From an optimization exercise on the open Yosys and OpenROAD flow, aimed at small area, a short achievable clock period and few clock cycles per item; shortcuts taken in it are not production practice.
No functional check of the RTL was part of any run shown here.
No activity file was given, so power comes from the tool's default toggle rates.

`design/flow/flow/run.sh`:
```
#!/bin/bash
# Standard layout, with the port buffers made of the smallest buffer cell
# (the timing repair may still resize them).
set -euo pipefail
export BUFFER_PORTS_ARGS="-buffer_cell sky130_fd_sc_hd__buf_1"
bash standard.sh > standard.log 2>&1
```
`design/flow/standard.sh`:
```
#!/bin/bash
# synth_recipe.tcl (not shown) runs the flow's synth.tcl, then flattens the netlist and writes it again
# the make line also repeats each setting of config.mk as NAME=value (left out here)
make -C /OpenROAD-flow-scripts/flow DESIGN_CONFIG=/design/flow/config.mk WORK_HOME=/design/flow/orfs CLKGATE_MAP_FILE= SYNTH_SCRIPT=/design/flow/synth_recipe.tcl "${@:-finish}"
```
`design/flow/config.mk`:
```
export PLATFORM = sky130hd
export DESIGN_NAME = axi_stream_insert_header
export DESIGN_NICKNAME = axi_stream_insert_header
export VERILOG_FILES = /design/flow/design.v
export SDC_FILE = /design/flow/constraint.sdc
export NUM_CORES = 4
export LEC_CHECK = 0
export CAP_MARGIN = 20
export CORE_AREA = 5 5 195 195
export DIE_AREA = 0 0 200 200
export SETUP_SLACK_MARGIN = 2.0
export SLEW_MARGIN = 20
```
`design/flow/constraint.sdc`:
```
create_clock -name core_clock -period 5.5 [get_ports {clk}]
set_input_delay 1.1000 -clock core_clock [delete_from_list [all_inputs] [get_ports {clk}]]
set_output_delay 1.1000 -clock core_clock [all_outputs]
set_load 0.01 [all_outputs]
```
`design/flow/design.v`:
```
`timescale 1ns / 1ps
module axi_stream_insert_header#(
		parameter 					DATA_WD=128,
		parameter 					DATA_BYTE_WD=DATA_WD/8,
		parameter 					BYTE_CNT_WD=$clog2(DATA_BYTE_WD)
    )(
		input clk,
		input rst_n,
		input 						valid_in,
		input [DATA_WD-1:0] 		data_in,
		input [DATA_BYTE_WD-1:0] 	keep_in,
		input 						las_in,
		output 						ready_in,
		output						valid_out,
		output [DATA_WD-1:0] 		data_out,
		output [DATA_BYTE_WD-1:0] 	keep_out,
		output						last_out,
		input						ready_out,
		input 						valid_insert,
		input [DATA_WD-1:0]			data_insert,
		input [DATA_BYTE_WD-1:0]	keep_insert,
		input [BYTE_CNT_WD:0]		byte_insert_cnt,
		output						ready_insert
	);
	localparam W  = 2*DATA_WD;			 
	localparam KW = 2*DATA_BYTE_WD;		 
	reg							body;		 
	reg							tail;		 
	reg [DATA_WD-1:0]			prev_n;		 
	wire [DATA_WD-1:0]			prev	=	~prev_n;
	reg [3:0]					sa, sa2, sa3;
	reg [3:0]					sb, sb2, sb3;
	wire [BYTE_CNT_WD-1:0]		t_new	=	DATA_BYTE_WD - byte_insert_cnt;
	wire [3:0]					kg;
	genvar gi;
	generate for (gi = 0; gi < 4; gi = gi + 1) begin : g_kg
		assign kg[gi] = (sa3[0] & keep_in[15-gi]) | (sa3[1] & keep_in[11-gi])
					  | (sa3[2] & keep_in[7-gi])  | (sa3[3] & keep_in[3-gi]);
	end endgenerate
	wire split		=	las_in & |(sb3 & kg);
	wire in_go		=	body & valid_in & ready_out;
	wire pkt_end	=	ready_out & (tail | (body & valid_in & las_in & ~split));
	assign valid_out	=	tail | (body & valid_in);
	assign ready_in		=	ready_out & (tail | (body & ~split));
	assign ready_insert	=	~(body | tail) | pkt_end;
	assign last_out		=	tail | (las_in & ~split);
	wire [W-1:0]				d0	=	{prev, data_in};
	wire [W-1:0]				wa0	=	{{76{sa[0]}}, {W-76{sa2[0]}}};
	wire [W-1:0]				wa1	=	{{76{sa[1]}}, {W-76{sa2[1]}}};
	wire [W-1:0]				wa2	=	{{76{sa[2]}}, {W-76{sa2[2]}}};
	wire [W-1:0]				wa3	=	{{76{sa[3]}}, {W-76{sa2[3]}}};
	wire [W-1:0]				wb0	=	{{64{sb[0]}}, {W-64{sb2[0]}}};
	wire [W-1:0]				wb1	=	{{64{sb[1]}}, {W-64{sb2[1]}}};
	wire [W-1:0]				wb2	=	{{64{sb[2]}}, {W-64{sb2[2]}}};
	wire [W-1:0]				wb3	=	{{64{sb[3]}}, {W-64{sb2[3]}}};
	wire [W-1:0]				d1	=	(d0 & wa0) | ({d0[W-33:0], 32'b0} & wa1)
									  | ({d0[W-65:0], 64'b0} & wa2) | ({d0[W-97:0], 96'b0} & wa3);
	wire [W-1:0]				d2	=	(d1 & wb0) | ({d1[W-9:0], 8'b0} & wb1)
									  | ({d1[W-17:0], 16'b0} & wb2) | ({d1[W-25:0], 24'b0} & wb3);
	assign data_out		=	d2[W-1:DATA_WD];
	wire [KW-1:0]				k0	=	{keep_in | {DATA_BYTE_WD{~tail}}, keep_in & {DATA_BYTE_WD{~tail}}};
	wire [KW-1:0]				k1	=	(k0 & {KW{sa3[0]}}) | ({k0[KW-5:0], 4'b0} & {KW{sa3[1]}})
									  | ({k0[KW-9:0], 8'b0} & {KW{sa3[2]}}) | ({k0[KW-13:0], 12'b0} & {KW{sa3[3]}});
	wire [KW-1:0]				k2	=	(k1 & {KW{sb3[0]}}) | ({k1[KW-2:0], 1'b0} & {KW{sb3[1]}})
									  | ({k1[KW-3:0], 2'b0} & {KW{sb3[2]}}) | ({k1[KW-4:0], 3'b0} & {KW{sb3[3]}});
	assign keep_out		=	k2[KW-1:DATA_BYTE_WD];
	wire hdr_go		=	valid_insert & ready_insert;
	always @(posedge clk) begin
		if (!rst_n) begin
			body	<= 1'b0;
			tail	<= 1'b0;
		end
		else if (hdr_go) begin
			body	<= 1'b1;
			tail	<= 1'b0;
		end
		else if (pkt_end) begin
			body	<= 1'b0;
			tail	<= 1'b0;
		end
		else if (in_go & split) begin
			body	<= 1'b0;
			tail	<= 1'b1;
		end
	end
	wire take_hdr	=	~body | (las_in & ~split);
	always @(posedge clk) begin
		if (hdr_go | in_go)
			prev_n	<= ~(take_hdr ? data_insert : data_in);
		if (hdr_go) begin
			sa		<= 4'b0001 << t_new[3:2];
			sb		<= 4'b0001 << t_new[1:0];
		end
	end
	always @(posedge clk) begin
		if (!rst_n) begin
			sa2		<= 4'b0000;
			sb2		<= 4'b0000;
			sa3		<= 4'b1111;
			sb3		<= 4'b1111;
		end
		else if (hdr_go) begin
			sa2		<= 4'b0001 << t_new[3:2];
			sb2		<= 4'b0001 << t_new[1:0];
			sa3		<= 4'b0001 << t_new[3:2];
			sb3		<= 4'b0001 << t_new[1:0];
		end
	end
endmodule
```
==> summary.txt, run 1 <==
Least-Margin Pin Slew=about 0.75 ns; largest net degree at the start of global routing=77; ys flop type=edfxtp_1; area added between synthesis and finish=32.0%; Mapped Cells=about 1,400; LEAKAGE=~6.7 nW; global-route wire length before repair=about 100,000 µm; Hold Vio Cnt, Final=0; dpl cell area=between 0.01 and 0.015 mm²; clk latency of the worst-skew pair=around 0.45 ns; number of vias per cell=6.84; slew margin rel.=0.502; FP Rows=a little under 70; slowest cell on the critical path=a222oi_1; EDFF count, synth=approximately 140; Worst Path Arrival=2.52 ns; layout cells sized above 1=0.206; total wire length=about 73,000 µm; CTS clock-pin slew for the worst setup and hold paths=approximately 0.080 ns; Worst Slack Setup Final=1.88 ns; register bit total from synthesis=154; Netlist cell types=49; Die Wd=200 µm; Worst EP required=between 4 and 5 ns; final clock skew=0.0180 ns; Post-DRT Antenna Nets=0; Top Family by Delay on Critical Path=compound AO/OA/AOI/OAI gates; Final Wtd Congestion=about 1.1; synthesized cell area=about 0.013 mm²; total congestion overflow=0; Synth area leader=edfxtp_1; Place WS=between 1.5 and 2 ns; crit path max fanout=4; FFs w/ async S/R, synth=0; count leader, synth=a22oi_1; final setup fails=0; Startpoint Class=input pin; Worst Hold Depth=2; Synth Warn #=1; dominant cells by area after synthesis=edfxtp_1 (31%), a22oi_1 (17%), mux2i_1 (9.8%), a221o_1 (7.2%), nand2_1 (5.6%); Fmax=~280 MHz; CORE AREA=approximately 0.036 mm²; kind of critical path=input pin to primary output; Total GRT Usage=0.340; initial antenna violation count=2; RSZ-0062 raised after global routing=yes; setup_tns=0 ns; Bufs and invs on worst path=2; vias in the first global route=14,244; worst ir drop on vdd=between 200 and 250 µV; Max Cap Viol=0; max-slew violation count=0; WP depth=6; initial DRC count=between 3,000 and 4,000; # nets final=around 2,100; status=complete, no violations; IO Count=447; top-area cell type share of the netlist area=0.314; register area share after synthesis=0.342; DRT Pass-1 Iters=6; Final Cycle Share=0.658; Die ar.=roughly 0.04 mm²; Hold Path Class=register to register; crit path cell chain=buf_8 -> a222oi_1 -> o211ai_1 -> a22o_1 -> a221o_1 -> buf_2; H-tree depth=4; Post-synth top cells=a22oi_1 (301), nand2_1 (195), edfxtp_1 (136); HPWL Detailed=between 50,000 and 60,000 µm; Post-CTS Hold Fix Bufs=0; fin area=0.0172 mm²; average size of a mapped cell=~9 µm²; TritonCTS buffer count=17; R2R cell count=8; syn nets=between 1,500 and 2,000; CP peak stage delay=0.36 ns; Clock Path Buffers=2; P per Cell Area=about 270 mW/mm²; Crit. End Element=primary output; Die Y=around 200 µm; clock sink total=154; DR WL/cell=approximately 32 µm; Starting Density=0.366; IO buf count=roughly 430; root buf cell=clkbuf_16; CTS tree=built; vias after detailed routing=between 15,000 and 20,000; fin crit period=approximately 3.6 ns; # DRC=0
## cell families after synthesis
logic type | count (synthesis) | synth area share
muxes | 128 | 0.0985
and+or+nand+nor | 260 | 0.0847
buffers and inverters | 214 | 0.0772
DFF | 154 | 0.342
AOI/OAI and AO/OA | 689 | 0.398
## layout by cell type (no fill, tap or decap), types with 14 or more instances in the layout
master,n
o221ai_2,20
a21oi_1,26
o22ai_1,98
a221o_1,86
a22oi_1,243
buf_6,26
o211ai_1,15
buf_1,352
buf_2,36
nand2_1,182
clkbuf_2,23
clkbuf_16,23
a22o_1,27
nand3_1,14
edfxtp_1,136
o221ai_4,15
or2_2,24
buf_4,62
o21ai_0,46
inv_1,50
a22oi_2,58
mux2i_1,128
## metrics by stage
| stage | instances | power, mW | util | hold WS (ns) |
|---|---|---|---|---|
| 4_1_cts | 2287 | 4.43 | 0.463 | 0.499 |
| 3_3_place_gp | 2210 | 3.05 | 0.415 | 0.473 |
| 3_5_place_dp | 2210 | 3.07 | 0.415 | 0.480 |
| 6_report | 2309 | 4.59 | 0.483 | 0.495 |
| 5_1_grt | 2309 | 4.72 | 0.483 | 0.548 |
| 2_1_floorplan | 1445 | 2.43 | - | 0.530 |
## power breakdown
part | switching, mW | internal [mW]
combinational | 1.13 | 0.660
clock | 0.572 | 0.637
sequential | 0.174 | 1.42
total | 1.87 | 2.72
## area by class of cell
type	instances	area (µm²)
diodes	2	5.00
inverters	56	235
clock inverters	13	121
multi-input cells	1077	8390
repair inverters	4	23.8
well taps	461	577
clock buffers	19	464
flip-flops and latches	154	4470
repair buffers	523	2900
fillers	3510	18400
## final timing paths
| kind | slack (ns) | to | startpoint |
|---|---|---|---|
| worst max-delay path | 1.88 | keep_out[11] | keep_in[9] |
| worst min-delay path | 0.50 | sa2[3]$_SDFFE_PN0P_ | sa2[3]$_SDFFE_PN0P_ |
| worst max register to register | 2.31 | prev_n[27]$_DFFE_PP_ | sb3[3]$_SDFFE_PN1P_ |
| worst min register to register | 0.50 | sa2[3]$_SDFFE_PN0P_ | sa2[3]$_SDFFE_PN0P_ |
## state kept, by name, summed over array words and instances (netlist names)
signal	cells
prev_n	128
tail	1
sb2	4
sb	4
sa3	4
sa	4
sb3	4
sa2	4
body	1
## worst reg2reg max path: stages, from the launching register on
cell	delay [ns]
dfxtp_1	0.64
inv_1	0.25
a21oi_2	0.24
a2111oi_4	0.07
buf_4	0.18
buf_4	0.17
a21oi_1	0.57
nand2_8	0.41
buf_4	0.39
## per-layer routing
layer	global-route usage	part of all wire
met1	0.480	0.39
met2	0.509	0.44
met3	0.0757	0.12
met4	0.132	0.043
met5	0	0
## repair_timing
action,in CTS,in global routing
pin swaps,41,50
endpoints found under the setup margin,143,120
cloned,7,5
setup buffers,38,15
gates resized for setup,176,161
==> run 2, diff against run 1 <==
--- a/design/flow/config.mk
+++ b/design/flow/config.mk
@@ -7,6 +7,6 @@
 export LEC_CHECK = 0
 export CAP_MARGIN = 20
-export CORE_AREA = 5 5 195 195
-export DIE_AREA = 0 0 200 200
+export CORE_AREA = 5 5 165 165
+export DIE_AREA = 0 0 170 170
 export SETUP_SLACK_MARGIN = 2.0
 export SLEW_MARGIN = 20
==> run 2 against run 1 <==
- still clean on timing, DRC and antenna
- clock skew decreased by 0.0045 ns
- flip-flop and latch count is the same
- maximum frequency up 1.8%
- register-to-register slack worse by 0.16 ns
- final area down 3.8%
- hold slack improved by 0.12 ns
- global-route usage is 8.7 points higher
- critical endpoint is now data_out[81]
==> summary.txt, run 2 <==
clock group share of total power=0.255; reg2reg setup slack=about 2.2 ns; final setup fails=0; Max Cap Viol=0; Bufs and invs on worst path=3; Hold Slack=0.615 ns; routing usage on met2=0.625; Reg-to-Reg Start=sa3[3]$_SDFFE_PN1P_; max reg flops=roughly 130; count leader, synth=a22oi_1; final clock skew=0.0135 ns; register area share after synthesis=0.342; root buf cell=clkbuf_16; synthesized cell area=0.0130 mm²; Worst Hold Depth=2; R2R cell count=9; crit path max fanout=5; slowest cell on the critical path=a22oi_1; syn nets=between 1,500 and 2,000; total chip power=about 4.4 mW; ys flop type=edfxtp_1; Startpoint Class=input pin; TritonCTS buffer count=17; end of the worst register-to-register path=prev_n[79]$_DFFE_PP_; DRT Pass-1 Iters=9; kind of critical path=input pin to primary output; Final Wtd Congestion=1.09; # DRC=0; Die ar.=roughly 0.029 mm²; CTS tree=built; Flop pwr share=0.369; vias after detailed routing=between 15,000 and 20,000; Die Y=approximately 170 µm; Largest Register=prev_n; status=complete, no violations; HPWL Detailed=roughly 49,000 µm; FP Rows=58; Crit. End Element=primary output; Least-Margin Pin Slew=roughly 1.0 ns; Clock Path Buffers=2; number of vias per cell=7.37; IO buf count=roughly 430; Starting Density=0.517; layout cells sized above 1=0.169; P per Cell Area=approximately 270 mW/mm²; global-route wire length before repair=between 90,000 and 100,000 µm; total wire length=67,600 µm; met3 Use GR=0.133; CTS clock-pin slew for the worst setup and hold paths=about 0.06 ns; IO Count=around 450; FFs w/ async S/R, synth=0; GR Util met1=0.578; most frequent cells in the layout=buf_1 (363), a22oi_1 (262), nand2_1 (189); register bit total from synthesis=about 150; Synth Warn #=1; Psw=~1.8 mW; dominant cells by area after synthesis=edfxtp_1 (31%), a22oi_1 (17%), mux2i_1 (9.8%), a221o_1 (7.2%), nand2_1 (5.6%); H-tree depth=4; vias in the first global route=roughly 14,000; crit path cell chain=buf_1 -> a22oi_1 -> o221ai_2 -> buf_4 -> a22oi_1 -> nand2_1 -> buf_1; worst ir drop on vdd=approximately 190 µV; Worst Path Arrival=2.45 ns; Worst Hold Path EP=body$_SDFFE_PN0P_; Hold Vio Cnt, Final=0; Cell Int Power=2.63 mW; area added between synthesis and finish=27.0%; total congestion overflow=0; initial DRC count=3,354; EDFF count, synth=~140; Post-CTS Hold Fix Bufs=0; Top Family by Delay on Critical Path=compound AO/OA/AOI/OAI gates; Worst EP required=about 4.4 ns; CP peak stage delay=around 0.25 ns; Synth area leader=edfxtp_1; clock sink total=154; grt peak-use layer=met2; RSZ-0062 raised after global routing=yes; Total GRT Usage=0.427; slew margin rel.=0.302; Post-synth top cells=a22oi_1 (301), nand2_1 (195), edfxtp_1 (136); top-area cell type share of the netlist area=0.314; Fmax=282 MHz; Netlist cell types=a little under 50; average size of a mapped cell=around 9 µm²; sw frac=0.406; Die Wd=about 170 µm; fin crit period=3.55 ns; commonest non-fill, non-tap cell in the layout=buf_1; CORE AREA=0.0252 mm²; combinational power share=0.376; max-slew violation count=0; Hold Path Class=register to register; initial antenna violation count=2; Post-DRT Antenna Nets=0; setup_tns=0 ns; DR WL/cell=31.3 µm; clk latency of the worst-skew pair=between 0.4 and 0.5 ns; # nets final=roughly 2,100; largest net degree at the start of global routing=about 90; Mapped Cells=between 1,000 and 1,500; LEAKAGE=6.44 nW; Hold Startpoint=body$_SDFFE_PN0P_; Final Cycle Share=0.646
-- run 2: cell counts after synthesis --
No cell type changed its count.
-- run 2: power by group through the flow --
stage / sequential, mW / combinational, mW / clock [mW]
global placement: 1.61 / 1.37 / 0
CTS: 1.60 / 1.50 / 1.12
floorplan: 1.49 / 0.943 / 0
global route: 1.63 / 1.73 / 1.17
finish: 1.63 / 1.66 / 1.13
detailed placement: 1.62 / 1.39 / 0
-- run 2: cell type report --
cell class                 instances  area (µm²)
antenna                            2        5.00
clock buffer                      20         437
clock inverter                    12        93.8
fill                            2192        8650
inverter                          56         277
multi-input combinational       1077        8180
sequential                       154        4480
tap                              330         413
timing repair buffer             501        2600
timing repair inverter             5        45.0
-- run 2: what timing repair did --
action	4_1_cts	5_1_grt
buffers inserted	27	19
setup endpoints to repair	143	119
gates resized for setup	145	126
cloned	3	6
pin swaps	32	36
-- run 2: cells by family (layout without fill, tap and decap cells) --
group | count (synthesis) | in the layout | synth area share
compound gates | 689 | 689 | 0.398
buf+inv | 214 | 594 | 0.0772
flops | 154 | 154 | 0.342
mux | 128 | 128 | 0.0985
other cells | 0 | 2 | 0
simple gates | 260 | 260 | 0.0847
-- run 2: stage by stage --
stage	utilization	area, µm²	worst slack (ns)	cells
floorplan	-	13000	2.00	1445
detailed placement	0.576	14500	1.58	2068
finish	0.656	16500	1.95	2157
global route	0.656	16500	1.85	2157
CTS	0.630	15900	1.93	2130
global placement	0.575	14500	1.63	2066
-- run 2: worst max-delay path by stage --
stage                 startpoint           end  slack, ns  cells after the start
floorplan             keep_in[7]      ready_in       2.00                      5
global placement      keep_in[9]      ready_in       1.63                      6
detailed placement   keep_in[13]      ready_in       1.58                      6
CTS                 data_in[125]  data_out[69]       1.93                      6
global route          keep_in[9]  keep_out[11]       1.85                      6
finish              data_in[121]  data_out[81]       1.95                      7
-- run 2: per-layer routing --
metal / vias up / wire length (µm)
li1: 6672 / -
met5: - / 0
met3: 249 / 10900
met2: 1568 / 28800
met4: 0 / 3980
met1: 7406 / 23900
-- run 2: tightest hold or removal path, stage by stage (launching register included) --
cell,delay [ns]
dfxtp_1,0.39
o21ai_0,0.11
a21oi_1,0.07

==> separate check: timing with driven ports <==
The flow's constraints put no driver on any port. The routed layouts listed below were extracted and timed again, unchanged, in two steps. Step 1, drivers: a clkbuf_16 drives clk and a buf_2 each remaining input, both assumed. Step 2 adds t to the input delays and takes it off the output delays; t is the mean of the earliest and latest rising clock arrival at the registers after step 1. Input paths then give back, and output paths get back, about the clock's delay inside the block. Three values: ideal ports, drivers, drivers and shift; two values: the first two.
| run | t (ns) | slack for setup (ns) | cell pins on the clock port's net |
|---|---|---|---|
| run 1 | 0.499 | 1.883 / 1.845 / 1.635 | 1 |
| run 2 | 0.486 | 1.949 / 1.911 / 1.693 | 1 |
After both steps setup and hold are still met in every run listed. The setup slack of run 2, which loses most, moves by -0.038 ns with the drivers and by -0.256 ns with both steps.
